Source: an optimization exercise on an open RTL-to-GDS flow (aim: small area). Production flows keep margins and buffers that such runs may drop.
In this exercise RTL edits were held to simulation tests only and were not proved equivalent to the original.
No driver is modelled on the clock port, so clock power and skew are understated where the tree is cut down; a real chip needs a root buffer or a tree.

==> 05-11: inputs <==
==> flow/design.v <==
module noise_latch (
    input  wire clk,
    input  wire reset,
    input  wire noise_in,
    output wire noise_out
);
    assign noise_out = noise_in;
endmodule
module diodController(
    input clk,
    input reset,
    input start,
    input noise_valid,
    output spi_mosi,
    output spi_clk,
    output spi_ss,
    output [7:0] debug_voltage,
    output spi_start,
    output varu,
    output [1:0] debug_window_count,
    output [2:0] debug_state,
    output debug_noise_valid_filter
);
    localparam [2:0] IDLE        = 3'd0;
    localparam [2:0] INIT        = 3'd1;
    localparam [2:0] TRANSMIT    = 3'd2;
    localparam [2:0] INCREASE    = 3'd3;
    localparam [2:0] PAUSE       = 3'd4;
    localparam [2:0] CHECK_NOISE = 3'd5;
    localparam [2:0] CALIBRATE   = 3'd6;
    wire noise;
    noise_latch latch (
        .clk(clk),
        .reset(reset),
        .noise_in(noise_valid),
        .noise_out(noise)
    );
    assign debug_noise_valid_filter = noise;
    reg [2:0] state;
    reg [2:0] prev_state;
    reg       just_reset;
    reg [7:0] voltage;
    reg [1:0] window_count;
    reg       noise_heard;
    reg [5:0] lo;
    reg [8:0] hi;
    wire s_idle  = state == IDLE;
    wire s_init  = state == INIT;
    wire s_tx    = state == TRANSMIT;
    wire s_inc   = state[1] & state[0];
    wire s_pause = state == PAUSE;
    wire s_check = state[2] & state[0];
    wire p_tx    = prev_state == TRANSMIT;
    wire end_init  = lo[5] & lo[1];
    wire end_tx    = hi[5] & hi[3] & hi[2] & hi[1] & lo[3] & lo[2];
    wire end_inc   = hi[8] & hi[4] & hi[0] & lo[5] & lo[3];
    wire end_pause = hi[2] & lo[4] & lo[3];
    wire end_check = hi[6] & hi[4] & hi[3] & hi[1] & lo[4] & lo[2];
    wire to_tx     = (s_init & end_init) | (s_check & end_check & ~&window_count);
    wire to_inc    = s_tx & end_tx;
    wire to_pause  = s_inc & end_inc;
    wire to_check  = s_pause & end_pause;
    wire to_calib  = s_check & end_check & &window_count;
    wire load      = s_idle | to_tx | to_pause | to_check;
    wire       wrap   = lo[5] & s_tx;
    wire       carry  = &lo[4:0];
    wire [4:0] lo_p1  = lo[4:0] + 5'd1;
    wire [4:0] lo_inc = {lo_p1[4:1], ~lo[0] & ~wrap};
    wire       lo5    = s_tx ? carry : carry ^ lo[5];
    wire       hi_up  = wrap | (lo[5] & carry);
    always @(posedge clk) begin
        if (load) begin
            hi <= 9'd0;
            lo <= 6'd31;
        end else begin
            hi <= to_inc ? 9'd0 : hi + {8'd0, hi_up};
            lo <= {lo5, lo_inc};
        end
        noise_heard <= noise | (noise_heard & prev_state[2] & prev_state[0]);
    end
    always @(posedge clk or posedge reset) begin
        if (reset) begin
            state <= IDLE;
            prev_state <= IDLE;
            just_reset <= 1'b1;
            voltage <= 8'h00;
            window_count <= 2'd0;
        end else begin
            just_reset <= 1'b0;
            prev_state <= state;
            if (s_idle & start) state <= INIT;
            if (to_tx)    state <= TRANSMIT;
            if (to_inc)   state <= INCREASE;
            if (to_pause) state <= PAUSE;
            if (to_check) state <= CHECK_NOISE;
            if (to_calib) state <= CALIBRATE;
            if (to_pause & window_count == 2'd0) voltage <= voltage + 8'd1;
            if (s_check & end_check)
                window_count <= noise_heard ? window_count + 2'd1 : 2'd0;
        end
    end
    wire active = ~lo[5] & (p_tx | (s_inc & ~|hi));
    assign spi_ss    = ~active;
    assign spi_clk   = active & lo[1];
    assign spi_mosi  = active & voltage[~lo[4:2]];
    assign spi_start = s_tx & p_tx;
    assign varu      = just_reset | (state == CALIBRATE);
    assign debug_voltage      = voltage;
    assign debug_window_count = window_count;
    assign debug_state        = prev_state;
endmodule
==> flow/flow/run.sh <==
#!/bin/bash
# The standard layout (standard.sh) with these changes:
#  - port buffers are buf_1 cells;
#  - after floorplan, OpenROAD's restructure re-maps the combinational logic
#    for area (flow/rmp.tcl); the registers stay as synthesis made them;
#  - the clock is distributed by a few clkbuf_8 cells, one per group of
#    nearby flip-flops (flow/cts_pre.tcl).
set -euo pipefail
here=$(pwd)
export BUFFER_PORTS_ARGS="-buffer_cell sky130_fd_sc_hd__buf_1"
export POST_FLOORPLAN_TCL=$here/flow/rmp.tcl
export PRE_CTS_TCL=$here/flow/cts_pre.tcl
export CLK_SPLIT_N=3
export CLK_SPLIT_CELL=sky130_fd_sc_hd__clkbuf_8
bash standard.sh > standard.log 2>&1
==> flow/flow/clk_split.tcl <==
# Split the sinks of clock net $netname into k groups by position (k-means on
# the sink locations) and drive each group from its own buffer of master $cb,
# placed at the group's centre; the clock port then drives only the k buffers.
proc clk_split {netname k cb} {
  set block [ord::get_db_block]
  set clknet [$block findNet $netname]
  set master [[ord::get_db] findMaster $cb]
  set sinks {}
  foreach it [$clknet getITerms] {
    set loc [[$it getInst] getLocation]
    lappend sinks [list $it [lindex $loc 0] [lindex $loc 1]]
  }
  set sinks [lsort -integer -index 1 $sinks]
  set n [llength $sinks]
  # initial centres: spread along x
  set cs {}
  for {set j 0} {$j < $k} {incr j} {
    set s [lindex $sinks [expr {int(($j + 0.5) * $n / $k)}]]
    lappend cs [list [lindex $s 1] [lindex $s 2]]
  }
  for {set iter 0} {$iter < 20} {incr iter} {
    set grp {}
    foreach s $sinks {
      set best 0; set bd 1e18
      for {set j 0} {$j < $k} {incr j} {
        set c [lindex $cs $j]
        set d [expr {abs([lindex $s 1] - [lindex $c 0]) + abs([lindex $s 2] - [lindex $c 1])}]
        if {$d < $bd} { set bd $d; set best $j }
      }
      lappend grp $best
    }
    set ncs {}
    for {set j 0} {$j < $k} {incr j} {
      set sx 0; set sy 0; set m 0
      foreach s $sinks g $grp { if {$g == $j} { incr sx [lindex $s 1]; incr sy [lindex $s 2]; incr m } }
      if {$m == 0} { lappend ncs [lindex $cs $j] } else { lappend ncs [list [expr {$sx / $m}] [expr {$sy / $m}]] }
    }
    set cs $ncs
  }
  for {set j 0} {$j < $k} {incr j} {
    set inst [odb::dbInst_create $block $master "clkbuf_split_$j"]
    set nb [odb::dbNet_create $block "clknet_split_$j"]
    $nb setSigType CLOCK
    [$inst findITerm A] connect $clknet
    [$inst findITerm X] connect $nb
    set c [lindex $cs $j]
    $inst setLocation [lindex $c 0] [lindex $c 1]
    $inst setPlacementStatus PLACED
    set m 0
    foreach s $sinks g $grp { if {$g == $j} { [lindex $s 0] disconnect; [lindex $s 0] connect $nb; incr m } }
    puts "clock group $j: $m sinks"
  }
}
==> flow/flow/cts_pre.tcl <==
# Clock tree: the clock port drives a few clock buffers, each placed at the
# centre of a group of nearby flip-flops and driving that group. With so few
# flip-flops this replaces the H-tree that clock_tree_synthesis would build.
source [file dirname [info script]]/clk_split.tcl
clk_split clk $::env(CLK_SPLIT_N) $::env(CLK_SPLIT_CELL)
proc clock_tree_synthesis {args} {
  puts "clock_tree_synthesis skipped: clock buffers placed by flow/cts_pre.tcl"
}
==> flow/flow/rmp.tcl <==
# Area recovery on the combinational logic of the standard synthesis
# (registers are left as they are), run at the end of floorplan.
set rmp_lib [lindex $::env(LIB_FILES) 0]
set rmp_dir $::env(OBJECTS_DIR)/rmp
file mkdir $rmp_dir
report_design_area
for {set i 0} {$i < 4} {incr i} {
  restructure -liberty_file $rmp_lib -target area \
    -tielo_port sky130_fd_sc_hd__conb_1/LO -tiehi_port sky130_fd_sc_hd__conb_1/HI \
    -work_dir $rmp_dir
  # Give this pass's tie cells unique names so the next pass can add its own.
  foreach inst [[ord::get_db_block] getInsts] {
    set n [$inst getName]
    if {[string match "rmp_const*" $n]} { $inst rename "rmp${i}_[string range $n 4 end]" }
  }
  report_design_area
}
==> flow/standard.sh <==
#!/bin/bash
# synth_recipe.tcl (not shown) runs the flow's synth.tcl, then flattens the netlist and writes it again
# the make line also repeats each setting of config.mk as NAME=value (left out here)
make -C /OpenROAD-flow-scripts/flow DESIGN_CONFIG=/design/flow/config.mk WORK_HOME=/design/flow/orfs CLKGATE_MAP_FILE= SYNTH_SCRIPT=/design/flow/synth_recipe.tcl "${@:-finish}"
==> flow/config.mk <==
export PLATFORM = sky130hd
export DESIGN_NAME = diodController
export DESIGN_NICKNAME = diodController
export VERILOG_FILES = /design/flow/design.v
export SDC_FILE = /design/flow/constraint.sdc
export NUM_CORES = 4
export LEC_CHECK = 0
export CAP_MARGIN = 20
export CORE_MARGIN = 2
export CORE_UTILIZATION = 40
export SLEW_MARGIN = 20
==> flow/constraint.sdc <==
create_clock -name core_clock -period 20.0 [get_ports {clk}]
set_input_delay 4.0000 -clock core_clock [delete_from_list [all_inputs] [get_ports {clk}]]
set_output_delay 4.0000 -clock core_clock [all_outputs]
set_load 0.01 [all_outputs]
==> inputs of 12-16, as changes to 05-11 <==
--- a/flow/flow/run.sh
+++ b/flow/flow/run.sh
@@ -5,4 +5,5 @@
 #    for area (flow/rmp.tcl); the registers stay as synthesis made them;
-#  - the clock is distributed by a few clkbuf_8 cells, one per group of
-#    nearby flip-flops (flow/cts_pre.tcl).
+#  - the clock is distributed by two or three clkbuf_8 cells, one per group
+#    of nearby flip-flops (flow/cts_pre.tcl).
+# The ORFS logs stay under orfs/logs; make's output goes to standard.log.
 set -euo pipefail
@@ -12,4 +13,2 @@
 export PRE_CTS_TCL=$here/flow/cts_pre.tcl
-export CLK_SPLIT_N=3
-export CLK_SPLIT_CELL=sky130_fd_sc_hd__clkbuf_8
 bash standard.sh > standard.log 2>&1
--- a/flow/flow/clk_split.tcl
+++ b/flow/flow/clk_split.tcl
@@ -53 +53,31 @@
 }
+
+# Undo clk_split: reconnect the k groups to the clock net and delete their
+# buffers and nets.
+proc clk_unsplit {netname k} {
+  set block [ord::get_db_block]
+  set clknet [$block findNet $netname]
+  for {set j 0} {$j < $k} {incr j} {
+    set inst [$block findInst "clkbuf_split_$j"]
+    set nb [$block findNet "clknet_split_$j"]
+    foreach it [$nb getITerms] {
+      if {[$it getInst] == $inst} continue
+      $it disconnect
+      $it connect $clknet
+    }
+    odb::dbInst_destroy $inst
+    odb::dbNet_destroy $nb
+  }
+}
+
+# Largest slew at a flip-flop clock pin, from placement parasitics.
+proc clk_max_slew {} {
+  set_propagated_clock [all_clocks]
+  estimate_parasitics -placement
+  set ms 0
+  foreach pin [get_pins -hierarchical */CLK] {
+    set s [get_property $pin slew_max]
+    if {$s > $ms} { set ms $s }
+  }
+  return [expr {$ms * 1e-9}]
+}
==> flow/flow/cts_pre.tcl (replaced) <==
source [file dirname [info script]]/clk_split.tcl
set cell sky130_fd_sc_hd__clkbuf_8
clk_split clk 2 $cell
if {[clk_max_slew] > 112e-12} {
  puts "clock: two groups give [clk_max_slew] s of slew; using three"
  clk_unsplit clk 2
  clk_split clk 3 $cell
}
puts "clock: estimated max clock-pin slew [clk_max_slew] s"
proc clock_tree_synthesis {args} {
  puts "clock_tree_synthesis skipped: clock buffers placed by flow/cts_pre.tcl"
}
==> flow/flow/rmp.tcl (replaced) <==
# Area recovery on the combinational logic of the standard synthesis
# (registers are left as they are), run at the end of floorplan. The result
# of repeated restructure runs goes up and down, so try 1 to 4 runs in child
# processes and apply the count that gives the smallest area.
source [file dirname [info script]]/rmp_pass.tcl
set rmp_lib [lindex $::env(LIB_FILES) 0]
set rmp_dir $::env(OBJECTS_DIR)/rmp
file mkdir $rmp_dir
write_db $rmp_dir/pre.odb
write_sdc $rmp_dir/pre.sdc
set ::env(RMP_DIR) $rmp_dir
set best_n 1
set best_a [rmp_cell_area]
puts "rmp: area before [expr {$best_a / 1e6}]"
set best_a 1e30
for {set n 1} {$n <= 4} {incr n} {
  set ::env(RMP_N) $n
  file mkdir $rmp_dir/t$n
  set out [exec [expr {[info exists ::env(OPENROAD_EXE)] ? $::env(OPENROAD_EXE) : "openroad"}] -no_init -exit [file dirname [info script]]/rmp_trial.tcl >& $rmp_dir/trial_$n.log]
  set a 1e30
  set fh [open $rmp_dir/trial_$n.log]
  foreach line [split [read $fh] "\n"] {
    if {[regexp {^RMP_AREA ([0-9.e+]+)} $line -> v]} { set a $v }
  }
  close $fh
  puts "rmp: $n runs -> area [expr {$a / 1e6}]"
  if {$a < $best_a} { set best_a $a; set best_n $n }
}
puts "rmp: applying $best_n runs"
file mkdir $rmp_dir/final
rmp_passes $best_n $rmp_lib $rmp_dir/final
puts "rmp: area after [expr {[rmp_cell_area] / 1e6}]"
==> flow/flow/rmp_pass.tcl (new file) <==
# One run of area restructuring: rmp_passes $n runs OpenROAD's restructure
# n times on the loaded design (tie cells renamed between runs so that
# each run can add its own).
proc rmp_passes {n lib dir} {
  for {set i 0} {$i < $n} {incr i} {
    restructure -liberty_file $lib -target area \
      -tielo_port sky130_fd_sc_hd__conb_1/LO -tiehi_port sky130_fd_sc_hd__conb_1/HI \
      -work_dir $dir
    foreach inst [[ord::get_db_block] getInsts] {
      set name [$inst getName]
      if {[string match "rmp_const*" $name]} {
        $inst rename "rmp${i}_[string range $name 4 end]"
      }
    }
  }
}
proc rmp_cell_area {} {
  set a 0
  foreach inst [[ord::get_db_block] getInsts] {
    set m [$inst getMaster]
    set a [expr {$a + [$m getWidth] * [$m getHeight]}]
  }
  return $a
}
==> flow/flow/rmp_trial.tcl (new file) <==
# Child process of rmp.tcl: load the saved design, restructure it
# $env(RMP_N) times and print the resulting area.
source [file dirname [info script]]/rmp_pass.tcl
read_db $::env(RMP_DIR)/pre.odb
foreach lib $::env(LIB_FILES) { read_liberty $lib }
read_sdc $::env(RMP_DIR)/pre.sdc
rmp_passes $::env(RMP_N) [lindex $::env(LIB_FILES) 0] $::env(RMP_DIR)/t$::env(RMP_N)
puts "RMP_AREA [rmp_cell_area]"
==> flow_metrics.tcl <==
set metrics [dict create \
    p_comb_share_pct 31.2 \
    nets 193 \
    p_comb_uw 55.9 \
    wl_per_cell_um 12.6 \
    status "no timing/DRC/antenna violations" \
    skew_ns 0.0210 \
    powerDensity_nw_per_um2 112 \
    layout.cells.non_filler 237 \
    vias_per_cell 5.19 \
    via_count 1231 \
]
The numbers above come from 05-11.

==> flow_metrics.tcl <==
set metrics [dict create \
    status "no timing/DRC/antenna violations" \
    synth.avg_cell_area_um2 10.2 \
    p_comb_uw 1.36 \
    crit_end "debug_noise_valid_filter" \
    nets 187 \
    powerDensity_nw_per_um2 58.9 \
    p_comb_share_pct 1.5 \
    skew_ns 0.0108 \
    via_count 1152 \
    reg_top3 "hi (9), voltage (8), lo (6)" \
]
The numbers above come from 12-16.

No run of this note takes its clock network from TritonCTS; it comes from the design's own scripts or RTL.

## port drivers added, routing unchanged
Ports are ideal in the flow. The routed layouts listed here were re-timed in OpenROAD. Step 1 assumes that a clkbuf_16 drives the clock port and a buf_2 every other input. Step 2 adds t to the input delays and takes it off the output delays; t is the mean of the earliest and latest rising clock arrival at the registers after step 1. Input paths then give back, and output paths get back, about the clock's delay inside the block. Three values: no drivers, after step 1, after step 2; two values: the first two.
run	t, ns	setup WS [ns]	hold slack, ns
05-11	0.179	11.763 / 11.741 / 11.741	0.460 / 0.460 / 0.460
12-16	0.190	11.763 / 11.741 / 11.741	0.466 / 0.466 / 0.466
After both steps every run listed still meets setup and hold.
